Context: an optimization exercise on an open-source flow, tuned for small area, a short achievable clock period and few clock cycles per item. The choices shown serve that exercise and are no tape-out recipe.
Function was checked by simulation only, so behaviour that the tests miss may differ from the original.

**flow/design.v**
```verilog
`timescale 1ns/1ps
module fir #(
  parameter integer NUM_TAPS = 16,
  parameter integer DATA_WIDTH = 16,    
  parameter integer COEFF_WIDTH = 16,   
  parameter integer ACC_WIDTH = 48
)(
  input  wire clk,
  input  wire rstn,
  input  wire signed [DATA_WIDTH-1:0] s_tdata,
  input  wire s_tvalid,
  output wire s_tready,
  output reg signed [DATA_WIDTH-1:0] m_tdata,
  output reg m_tvalid,
  input  wire m_tready,
  input  wire coeff_wr_en,                      
  input  wire [$clog2(NUM_TAPS)-1:0] coeff_idx,
  input  wire signed [COEFF_WIDTH-1:0] coeff_w
);
  reg signed [COEFF_WIDTH-1:0] coeffs [0:NUM_TAPS-1];
  integer i;
  always @(posedge clk) begin
    if (!rstn) begin
      for (i=0;i<NUM_TAPS;i=i+1) coeffs[i] <= {COEFF_WIDTH{1'b0}};
    end else begin
      if (coeff_wr_en) coeffs[coeff_idx] <= coeff_w;
    end
  end
  reg signed [DATA_WIDTH-1:0] taps [0:NUM_TAPS-1];
  integer j;
  always @(posedge clk) begin
    if (!rstn) begin
      for (j=0;j<NUM_TAPS;j=j+1) taps[j] <= {DATA_WIDTH{1'b0}};
    end else begin
      if (s_tvalid && s_tready) begin
        for (j=NUM_TAPS-1;j>0;j=j-1) taps[j] <= taps[j-1];
        taps[0] <= s_tdata;
      end
    end
  end
  wire signed [DATA_WIDTH+COEFF_WIDTH-1:0] mult_out [0:NUM_TAPS-1];
  genvar gi;
  generate
    for (gi=0; gi<NUM_TAPS; gi=gi+1) begin : MULTS
      assign mult_out[gi] = taps[gi] * coeffs[gi];  
    end
  endgenerate
  reg signed [ACC_WIDTH-1:0] acc_comb;
  integer k;
  always @*
  begin
    acc_comb = {ACC_WIDTH{1'b0}};
    for (k=0;k<NUM_TAPS;k=k+1) acc_comb = acc_comb + {{(ACC_WIDTH-(DATA_WIDTH+COEFF_WIDTH)){mult_out[k][DATA_WIDTH+COEFF_WIDTH-1]}}, mult_out[k]};
  end
  localparam integer SHIFT = COEFF_WIDTH;  
  wire signed [ACC_WIDTH-1:0] acc_shifted = acc_comb >>> SHIFT;
  function signed [DATA_WIDTH-1:0] sat_to_out;
    input signed [ACC_WIDTH-1:0] in;
    reg signed [DATA_WIDTH-1:0] maxv;
    reg signed [DATA_WIDTH-1:0] minv;
  begin
    maxv = {1'b0, {(DATA_WIDTH-1){1'b1}}};  
    minv = {1'b1, {(DATA_WIDTH-1){1'b0}}};  
    if (in > maxv) sat_to_out = maxv;
    else if (in < minv) sat_to_out = minv;
    else sat_to_out = in[DATA_WIDTH-1:0];
  end
  endfunction
  assign s_tready = 1'b1;
  always @(posedge clk) begin
    if (!rstn) begin
      m_tvalid <= 1'b0;
      m_tdata  <= {DATA_WIDTH{1'b0}};
    end else begin
      if (s_tvalid && s_tready) begin
        m_tdata  <= sat_to_out(acc_shifted);
        m_tvalid <= 1'b1;
      end else if (m_tvalid && m_tready) begin
        m_tvalid <= 1'b0;
      end
    end
  end
endmodule
```
**flow/run.sh**
```bash
#!/bin/bash
# synth_recipe.tcl (not shown) runs the flow's synth.tcl, then flattens the netlist and writes it again
# the make line also repeats each setting of config.mk as NAME=value (left out here)
make -C /OpenROAD-flow-scripts/flow DESIGN_CONFIG=/design/flow/config.mk WORK_HOME=/design/flow/orfs CLKGATE_MAP_FILE= SYNTH_SCRIPT=/design/flow/synth_recipe.tcl finish
```
**flow/config.mk**
```make
export PLATFORM = sky130hd
export DESIGN_NAME = fir
export DESIGN_NICKNAME = fir
export VERILOG_FILES = /design/flow/design.v
export SDC_FILE = /design/flow/constraint.sdc
export NUM_CORES = 4
export LEC_CHECK = 0
export CAP_MARGIN = 50
export CORE_MARGIN = 2
export CORE_UTILIZATION = 40
export SLEW_MARGIN = 50
```
**flow/constraint.sdc**
```tcl
create_clock -name core_clock -period 18.0 [get_ports {clk}]
set_input_delay 3.6000 -clock core_clock [delete_from_list [all_inputs] [get_ports {clk}]]
set_output_delay 3.6000 -clock core_clock [all_outputs]
set_load 0.01 [all_outputs]
```
==> results.toml <==
[timing]
setup_viol = 0
worst_slew_pin_slew_ns = 0.840
fin_skew_ns = 0.0359
rsz0062_at_grt = "false"
setup_slack_ns = 5.15
finalHoldViolCount = 0
finalCritPeriodShare_pct = 71.4
hold_ws_ns = 0.523
slew_headroom_pct = 43.6
fin_crit_ns = 12.85
slew_viol_final = 0
fmax_mhz = 77.8
tns_ns = 0

[placement]
dp_hpwl_mm = 524
place_area_um2 = 192000
io_buffers = 57
gp_congestion = 1.04
dp_slack_ns = 5.10
dp_cells = 24100

[run]
cap_violations = 0

[setup_path]
critPathMostFrequentCell = "fa_1"
crit_end = "m_tdata[1]"
cpMaxStageDelayCell = "fa_1"
slowest_delay_ns = 0.89
worstPathRequired_ns = 18.71
regToRegStartpoint = "coeffs[3][1]"
reg2reg_to = "m_tdata[1]"
rrSetupSlack_ns = 5.15
critPathKind = "register to register"
cp_data_arrival_time_ns = 13.56
worst_setup_path_end_kind = "register"
crit_start = "coeffs[3][1]"
worstRegToRegCells = 32
worstPathMaxFanout = 16
cp-start-kind = "register"

[cells_and_area]
fin_nets = 24400
areaGrowthSynthToFinish_pct = 5.72
final_area_um2 = 196000
final_util_pct = 42.5
drive_above_1_share_pct = 3.32
stdcell_count = 24400

[floorplan]
die_h_um = 684
core-area_um2 = 460000
die_area_um2 = 468000
initial_core_util_pct = 40.2
num_io_pins = 59
rows = 249
die_x_um = 684

[global_route]
grt_pass1_vias = 134000
grt_pass1_wl_mm = 925
track_usage_pct = 27.3
antenna_found_initial = 32
overflow = 0
grt_start_max_net_pins = 52

[synthesis]
async_flop_share_pct = 0
synth_fp_nets = 24700
synth-edff-count = 256
synth_area_leaders = "fa_1, inv_1, and2_1"
netlist_area_um2 = 185000
yosysTopAreaCellShare_pct = 58.8
yosysTopAreaCell = "fa_1"
yosys_warnings = 2
synth_cells = 18400
synthFlopType = "dfxtp_1"
synth_cell_type_count = 80
syn_avg_cell_area_um2 = 10.0
ys_ff_latch = 529
yosysSeqAreaShare_pct = 7.11

[cts]
numClockSinks = 529
hold_buffers = 0
ctsLongestPathBuffers = 4
post_cts_buffers = 0
cts_buffers = 86
cts_tree = "done"
cts_max_level = 3
clkLatencyLatePin_ns = 0.85
cts-root-buf = "clkbuf_16"
clk_pin_slew_ns = 0.06
cts_resized = 0

[worst_hold_path]
hold_path.class = "register to register"

[route]
avgViaCountPerCell = 4.97
detail-route-antenna-nets = 0
dr.pass1.iters = 9
drc = 0
first_iter_violations = 9667
routed-via-count = 121000
wl_per_cell_um = 25.5
postRouteWirelength_mm = 621

[run_status]
status = "no timing/DRC/antenna violations"
## cells by family (layout without fill, tap and decap cells)
logic type | after synthesis | count (layout) | synth area share (%)
DFF | 529 | 529 | 7.11
AOI/OAI and AO/OA | 173 | 173 | 0.649
adders and majority gates | 6275 | 6275 | 64.5
buffers and inverters | 6397 | 6111 | 13.0
muxes | 259 | 259 | 1.40
xor gates and xnor gates | 19 | 19 | 0.0900
other | 1 | 82 | 0.00203
and+or+nand+nor | 4779 | 4779 | 13.2
## worst max-delay path, delay by kind of cell (launching register included)
family          cells  cell delay, ns
fa+ha+maj          14            7.80
compound gates      9            2.90
flops               1            0.71
buf+inv             6            0.64
simple gates        3            0.64
## cell usage after synthesis, drive strengths merged, types with 6 or more instances
master / instances
o21a: 6
o211ai: 6
clkbuf: 649
a21o: 17
nand2b: 160
dfxtp: 273
nor2: 83
nand3: 13
nand2: 2090
mux2i: 256
nand4: 15
inv: 5710
xnor2: 13
fa: 5436
a21oi: 38
and2: 2041
xor2: 6
edfxtp: 256
and3: 6
o21bai: 6
ha: 839
nor2b: 332
o22ai: 17
nor3: 12
buf: 37
o21ai: 44
## area by class of cell
class | count | area [um^2]
Antenna cell | 81 | 203
Clock buffer | 117 | 2450
Timing Repair Buffer | 248 | 2120
Tap cell | 6149 | 7690
Fill cell | 44800 | 265000
Inverter | 5711 | 21400
Multi-Input combinational cell | 11500 | 148000
Sequential cell | 529 | 13400
Clock inverter | 35 | 378
## cells in the final DEF (no fill, tap or decap), types with 7 or more instances in the layout
| cell type | synthesis | final |
|---|---|---|
| inv_1 | 5710 | 5706 |
| fa_1 | 5436 | 5433 |
| nand2_1 | 2089 | 2084 |
| and2_1 | 2041 | 2039 |
| ha_1 | 839 | 839 |
| nor2b_1 | 332 | 332 |
| mux2i_1 | 256 | 256 |
| edfxtp_1 | 256 | 256 |
| dfxtp_2 | 0 | 188 |
| buf_4 | 1 | 158 |
| nand2b_1 | 160 | 154 |
| clkbuf_16 | 0 | 89 |
| dfxtp_1 | 273 | 85 |
| diode_2 | 0 | 81 |
| nor2_1 | 73 | 62 |
| buf_6 | 2 | 40 |
| clkdlybuf4s50_1 | 0 | 39 |
| a21oi_1 | 32 | 32 |
| o21ai_0 | 37 | 24 |
| nor2_2 | 10 | 20 |
| a21o_1 | 17 | 17 |
| o21ai_1 | 4 | 17 |
| o22ai_1 | 16 | 16 |
| clkbuf_1 | 649 | 16 |
| nand4_1 | 15 | 15 |
| nand3_1 | 13 | 13 |
| clkbuf_8 | 0 | 13 |
| clkinv_2 | 0 | 12 |
| xnor2_1 | 13 | 11 |
| nor3_1 | 11 | 8 |
| buf_2 | 11 | 7 |
## worst min-delay path by stage
| stage | start | end | cells after the start | slack, ns |
|---|---|---|---|---|
| 6_report | taps[1][12] | taps[1][12] | 2 | 0.52 |
| 5_1_grt | taps[1][12] | taps[1][12] | 2 | 0.54 |
| 4_1_cts | taps[1][12] | taps[1][12] | 2 | 0.53 |
| 3_5_place_dp | taps[1][12] | taps[1][12] | 2 | 0.51 |
| 3_3_place_gp | taps[0][3] | taps[0][3] | 2 | 0.50 |
| 2_1_floorplan | m_tdata[15] | m_tdata[15] | 2 | 0.50 |
## per-layer routing
metal,wire length [um],global-route usage (%),vias up,part of all wire (%)
li1,-,-,50200,-
met1,246000,36.5,65300,40
met2,285000,43.0,4840,46
met3,56300,6.08,918,9.1
met4,32700,11.7,8,5.3
met5,54,0,-,0.0087
## sequential cells by signal (all words and copies together), names as in the netlist
register / count
m_tvalid: 1
taps: 256
m_tdata: 16
coeffs: 256
Testbench counts, summed over its fixed seeds: cycles 16,384, items 16,384.

==> separate check: timing with driven ports <==
Ports are ideal in the flow. The routed layout listed here was re-timed in OpenROAD.
Step 1 assumes that a clkbuf_16 drives the clock port and a buf_2 every other input.
Step 2 times the ports against the registers' clock, not the clock port: input delays grow and output delays shrink by t, the midpoint of the rising clock arrivals with the driver on.
Three values: ideal ports, drivers, drivers and shift; two values: the first two.
shift t [ns]: 0.946
setup slack, ns: 5.147 / 5.147 / 5.147
worst setup path at the end: register to register
cell pins on the clock port's net: 1
After both steps this run still meets setup and hold. For this run, drivers alone change the setup slack by 0.000 ns; drivers and shift together by 0.000 ns.
